What follows belongs to an exercise in optimizing a design on an open flow for small area; a production flow would make more cautious choices.
RTL that was checked went through simulation tests only; none was proved equivalent to the original.
Power and IR drop assume default switching activity.

==> inputs of run a <==
// color_centroid
module color_centroid
  (
    input         clk,
    input         rst,           
    input  [2:0]  rgbfilter,     
    input         new_frame_i,   
    output [14:0] orig_addr,
    input  [11:0] orig_pxl,
    output        proc_we,
    output [14:0] proc_addr,
    output [11:0] proc_pxl,
    output [7:0]  centroid,
    output        new_centroid,
    output [2:0]  proximity
  );
  reg [14:0] cnt;
  reg        processing;
  reg        we1, we2;
  wire end_cnt = cnt[14] & cnt[11] & cnt[9] & (&cnt[7:0]);  
  always @(posedge clk, posedge rst)
    if (rst) begin
      cnt        <= 15'd0;
      processing <= 1'b0;
      we1        <= 1'b0;
      we2        <= 1'b0;
    end else begin
      we1 <= processing;
      we2 <= we1;
      if (processing) begin
        if (end_cnt) begin
          cnt        <= 15'd0;
          processing <= 1'b0;
        end else
          cnt <= cnt + 1'b1;
      end else if (new_frame_i)
        processing <= 1'b1;
    end
  assign orig_addr = cnt;
  assign proc_we   = we2;
  wire        wnorm = processing & we1;
  wire [14:0] cnt_m2 = cnt - 15'd2;
  assign proc_addr = (cnt_m2 & ~({15{~wnorm}} & 15'h3500)) | {14'd0, ~we1};
  ...
clock: 10.0 ns
lec_check: 0
cap_margin: 20
core_margin: 2
core_utilization: 40
cts_buf_list: sky130_fd_sc_hd__clkbuf_2
slew_margin: 20
run.sh (not shown) runs the stock make flow with config.mk's settings and CLKGATE_MAP_FILE= SYNTH_SCRIPT=/design/flow/synth_recipe.tcl, a recipe that flattens the netlist after the stock synthesis.
==> inputs of run b, as changes to run a <==
--- a/flow/design.v
+++ b/flow/design.v
@@ -22,20 +22,17 @@
       cnt        <= 15'd0;
       processing <= 1'b0;
       we1        <= 1'b0;
       we2        <= 1'b0;
     end else begin
       we1 <= processing;
       we2 <= we1;
+      cnt <= (processing & ~end_cnt) ? cnt + 1'b1 : 15'd0;
       if (processing) begin
-        if (end_cnt) begin
-          cnt        <= 15'd0;
-          processing <= 1'b0;
-        end else
-          cnt <= cnt + 1'b1;
+        if (end_cnt) processing <= 1'b0;
       end else if (new_frame_i)
         processing <= 1'b1;
     end
   assign orig_addr = cnt;
   assign proc_we   = we2;
   wire        wnorm = processing & we1;
   wire [14:0] cnt_m2 = cnt - 15'd2;
@@ -140,71 +137,57 @@
     c_67  <= s_67[1]  | (e_67  & f_grp);
     c_567 <= s_567[1] | (e_567 & f_grp);
   end
   wire t_b = r_t[0];                         
   wire h_b = r_t[1];                         
   wire q_b = r_t[4] & ~(&ph[3:1]);           
   wire u_b = r_l[15];                        
-  reg ge_0, ge_01, ge_012, ge_7, ge_67, ge_567;
-  reg gt_l, cy1, cy2, lt1, lt2;
-  wire cy1e = cy1 & ~init;
-  wire cy2e = cy2 & ~init;
-  wire s1 = t_b ^ q_b ^ cy1e;                
-  wire s2 = u_b ^ q_b ^ cy2e;                
+  reg gt_l, side, bw, lt, ge0, ge1, ge2;
+  wire a_b = side ? u_b : t_b;
+  wire b_b = side ? t_b : u_b;
+  wire bwe = bw & ~init;
+  wire d_b = a_b ^ b_b ^ bwe;
+  wire x0 = side ? r_0[0]   : r_7[0];
+  wire x1 = side ? r_01[0]  : r_67[0];
+  wire x2 = side ? r_012[0] : r_567[0];
   always @(posedge clk) begin
-    ge_0   <= (r_0[0]   & ~h_b) | (~(r_0[0]   ^ h_b) & (ge_0   | init));
-    ge_01  <= (r_01[0]  & ~h_b) | (~(r_01[0]  ^ h_b) & (ge_01  | init));
-    ge_012 <= (r_012[0] & ~h_b) | (~(r_012[0] ^ h_b) & (ge_012 | init));
-    ge_7   <= (r_7[0]   & ~h_b) | (~(r_7[0]   ^ h_b) & (ge_7   | init));
-    ge_67  <= (r_67[0]  & ~h_b) | (~(r_67[0]  ^ h_b) & (ge_67  | init));
-    ge_567 <= (r_567[0] & ~h_b) | (~(r_567[0] ^ h_b) & (ge_567 | init));
-    gt_l   <= (u_b & ~t_b) | (~(u_b ^ t_b) & gt_l & ~init);
-    cy1    <= (t_b & q_b) | (cy1e & (t_b ^ q_b));
-    cy2    <= (u_b & q_b) | (cy2e & (u_b ^ q_b));
-    lt1    <= (~u_b & s1) | (~(u_b ^ s1) & lt1 & ~init);
-    lt2    <= (~t_b & s2) | (~(t_b ^ s2) & lt2 & ~init);
+    gt_l <= (u_b & ~t_b) | (~(u_b ^ t_b) & gt_l & ~init);
+    if (init) side <= gt_l;
+    bw   <= (~a_b & b_b) | (~(a_b ^ b_b) & bwe);
+    lt   <= (~d_b & q_b) | (~(d_b ^ q_b) & lt & ~init);
+    ge0  <= (x0 & ~h_b) | (~(x0 ^ h_b) & (ge0 | init));
+    ge1  <= (x1 & ~h_b) | (~(x1 ^ h_b) & (ge1 | init));
+    ge2  <= (x2 & ~h_b) | (~(x2 ^ h_b) & (ge2 | init));
   end
   wire [13:0] tv = r_t[15:2];
   wire few = ~|tv[13:8] & ~(tv[7] & |tv[6:0]);    
-  wire cen   = lt1 & lt2;                           
-  reg [7:0] cen_tmp;
-  always @(*) begin
-    cen_tmp = 8'd0;
-    if (few)
-      cen_tmp = 8'd0;
-    else if (cen)
-      cen_tmp = 8'b00011000;
-    else if (gt_l) begin
-      if (ge_0)        cen_tmp[0] = 1'b1;
-      else if (ge_01)  cen_tmp[1] = 1'b1;
-      else if (ge_012) cen_tmp[2] = 1'b1;
-      else             cen_tmp[3] = 1'b1;
-    end else begin
-      if (ge_7)        cen_tmp[7] = 1'b1;
-      else if (ge_67)  cen_tmp[6] = 1'b1;
-      else if (ge_567) cen_tmp[5] = 1'b1;
-      else             cen_tmp[4] = 1'b1;
-    end
-  end
+  wire [1:0] k = ge0 ? 2'd0 : ge1 ? 2'd1 : ge2 ? 2'd2 : 2'd3;
+  wire [3:0] code_tmp = few ? 4'b0000 : lt ? 4'b0100 : {1'b1, side, k};
   reg [2:0] prox_tmp;
   always @(*)
     if (tv[13])      prox_tmp = 3'd7;
     else if (tv[12]) prox_tmp = tv[11] ? 3'd7 : 3'd6;
     else if (tv[11]) prox_tmp = 3'd5;
     else if (tv[10]) prox_tmp = 3'd4;
     else if (tv[9])  prox_tmp = 3'd3;
     else if (tv[8])  prox_tmp = 3'd2;
     else if (tv[7])  prox_tmp = 3'd1;
     else             prox_tmp = 3'd0;
-  reg [7:0] cen_o;
+  reg [3:0] code;
   reg [2:0] prox_o;
   always @(posedge clk, posedge rst)
     if (rst) begin
-      cen_o  <= 8'd0;
+      code   <= 4'd0;
       prox_o <= 3'd0;
     end else if (frame_done) begin
-      cen_o  <= cen_tmp;
+      code   <= code_tmp;
       prox_o <= prox_tmp;
     end
-  assign centroid  = cen_o;
+  wire       cen_c = ~code[3] & code[2];
+  wire [3:0] kdec  = {code[1:0] == 2'd3, code[1:0] == 2'd2,
+                      code[1:0] == 2'd1, code[1:0] == 2'd0};
+  wire [3:0] lft   = {4{code[3] &  code[2]}} & kdec;
+  wire [3:0] rgt   = {4{code[3] & ~code[2]}} & kdec;
+  assign centroid  = {rgt[0], rgt[1], rgt[2], rgt[3] | cen_c,
+                      lft[3] | cen_c, lft[2], lft[1], lft[0]};
   assign proximity = prox_o;
 endmodule
==> flow/flow/run.sh (new file) <==
#!/bin/bash
set -euo pipefail
WORK=$(pwd)
cp -r "$FLOW_HOME/scripts" "$WORK/orfs_scripts"
cp "$WORK/flow/abc_area_lean.script" "$WORK/orfs_scripts/abc_speed.script"
export SCRIPTS_DIR="$WORK/orfs_scripts"
export BUFFER_PORTS_ARGS="-buffer_cell sky130_fd_sc_hd__buf_1"
bash standard.sh > orfs_make.log 2>&1
==> flow/flow/abc_area_lean.script (new file) <==
strash
dc2
dch -f
amap
topo
stime -c
==> flow/standard.sh (new file) <==
#!/bin/bash
# synth_recipe.tcl (not shown) runs the flow's synth.tcl, then flattens the netlist and writes it again
# the make line also repeats each setting of config.mk as NAME=value (left out here)
make -C /OpenROAD-flow-scripts/flow DESIGN_CONFIG=/design/flow/config.mk WORK_HOME=/design/flow/orfs CLKGATE_MAP_FILE= SYNTH_SCRIPT=/design/flow/synth_recipe.tcl "${@:-finish}"
- CTS_BUF_LIST: sky130_fd_sc_hd__clkbuf_2 -> sky130_fd_sc_hd__clkbuf_8
- CTS_CLUSTER_DIAMETER: not set -> 60
- CTS_CLUSTER_SIZE: not set -> 20
removed: flow/run.sh
==> inputs of run c, as changes to run a <==
==> flow/flow/run.sh (new file) <==
#!/bin/bash
# Standard ORFS layout; the only change is the cell used to buffer the
# ports (the smallest plain buffer instead of the default choice).
set -euo pipefail
export BUFFER_PORTS_ARGS="-buffer_cell sky130_fd_sc_hd__buf_1"
bash standard.sh > orfs_make.log 2>&1
==> flow/standard.sh (new file) <==
#!/bin/bash
# synth_recipe.tcl (not shown) runs the flow's synth.tcl, then flattens the netlist and writes it again
# the make line also repeats each setting of config.mk as NAME=value (left out here)
make -C /OpenROAD-flow-scripts/flow DESIGN_CONFIG=/design/flow/config.mk WORK_HOME=/design/flow/orfs CLKGATE_MAP_FILE= SYNTH_SCRIPT=/design/flow/synth_recipe.tcl "${@:-finish}"
- CTS_BUF_LIST: sky130_fd_sc_hd__clkbuf_2 -> sky130_fd_sc_hd__clkbuf_8
- CTS_CLUSTER_DIAMETER: not set -> 60
- CTS_CLUSTER_SIZE: not set -> 20
removed: flow/run.sh
==> notes <==
Between run a and run b, the lower non-clock buffer count is in run a (gap 2). Between run c and run a, the lower first-iteration DRC count is in run a (gap 5.6%, measured against run a). In critical path depth, run a and run c do not differ. Against run b, the sequential power of run a is larger by about 19%. Against run b, the sequential share of layout area of run c is lower by 0.87 points. Of run b and run c, run c has the higher synthesized cell count (gap 6.0%, measured against run c). Clock-buffer cell count, lowest first: run c, run b, run a. The highest routed wire length belongs to run a, the lowest to run b. Between run b and run a, the lower cell area is in run b (gap 12%, measured against run a). Via count, highest first: run a, run c, run b.
No functional check of the RTL was part of run a and run c.

## afterwards: timing with drivers on the ports
No port has a modelled driver above. Below, the same layouts with a new extraction and two added sets of constraints. Step 1 sets driving cells, clkbuf_16 on the clock port and buf_2 on the other inputs (assumed; they add their load-dependent delay and slew). Step 2 moves the port delays by t, midway between the first and last clock arrival at a register: inputs arrive t later, outputs are due t later. That takes back most of the time a late clock gives input paths. Three values: ideal ports, drivers, drivers and shift; two values: the first two.
run	shift t [ns]	setup slack, ns	slew at the worst register clock pin (ns)	worst data-port slew with drivers (ns)
run a	0.764	4.818 / 4.784 / 5.547	0.11 / 0.11	0.04
run b	0.487	4.678 / 4.643 / 5.130	0.09 / 0.09	0.03
run c	0.522	5.455 / 5.421 / 5.943	0.12 / 0.12	0.04
After both steps setup and hold are still met in every run listed.
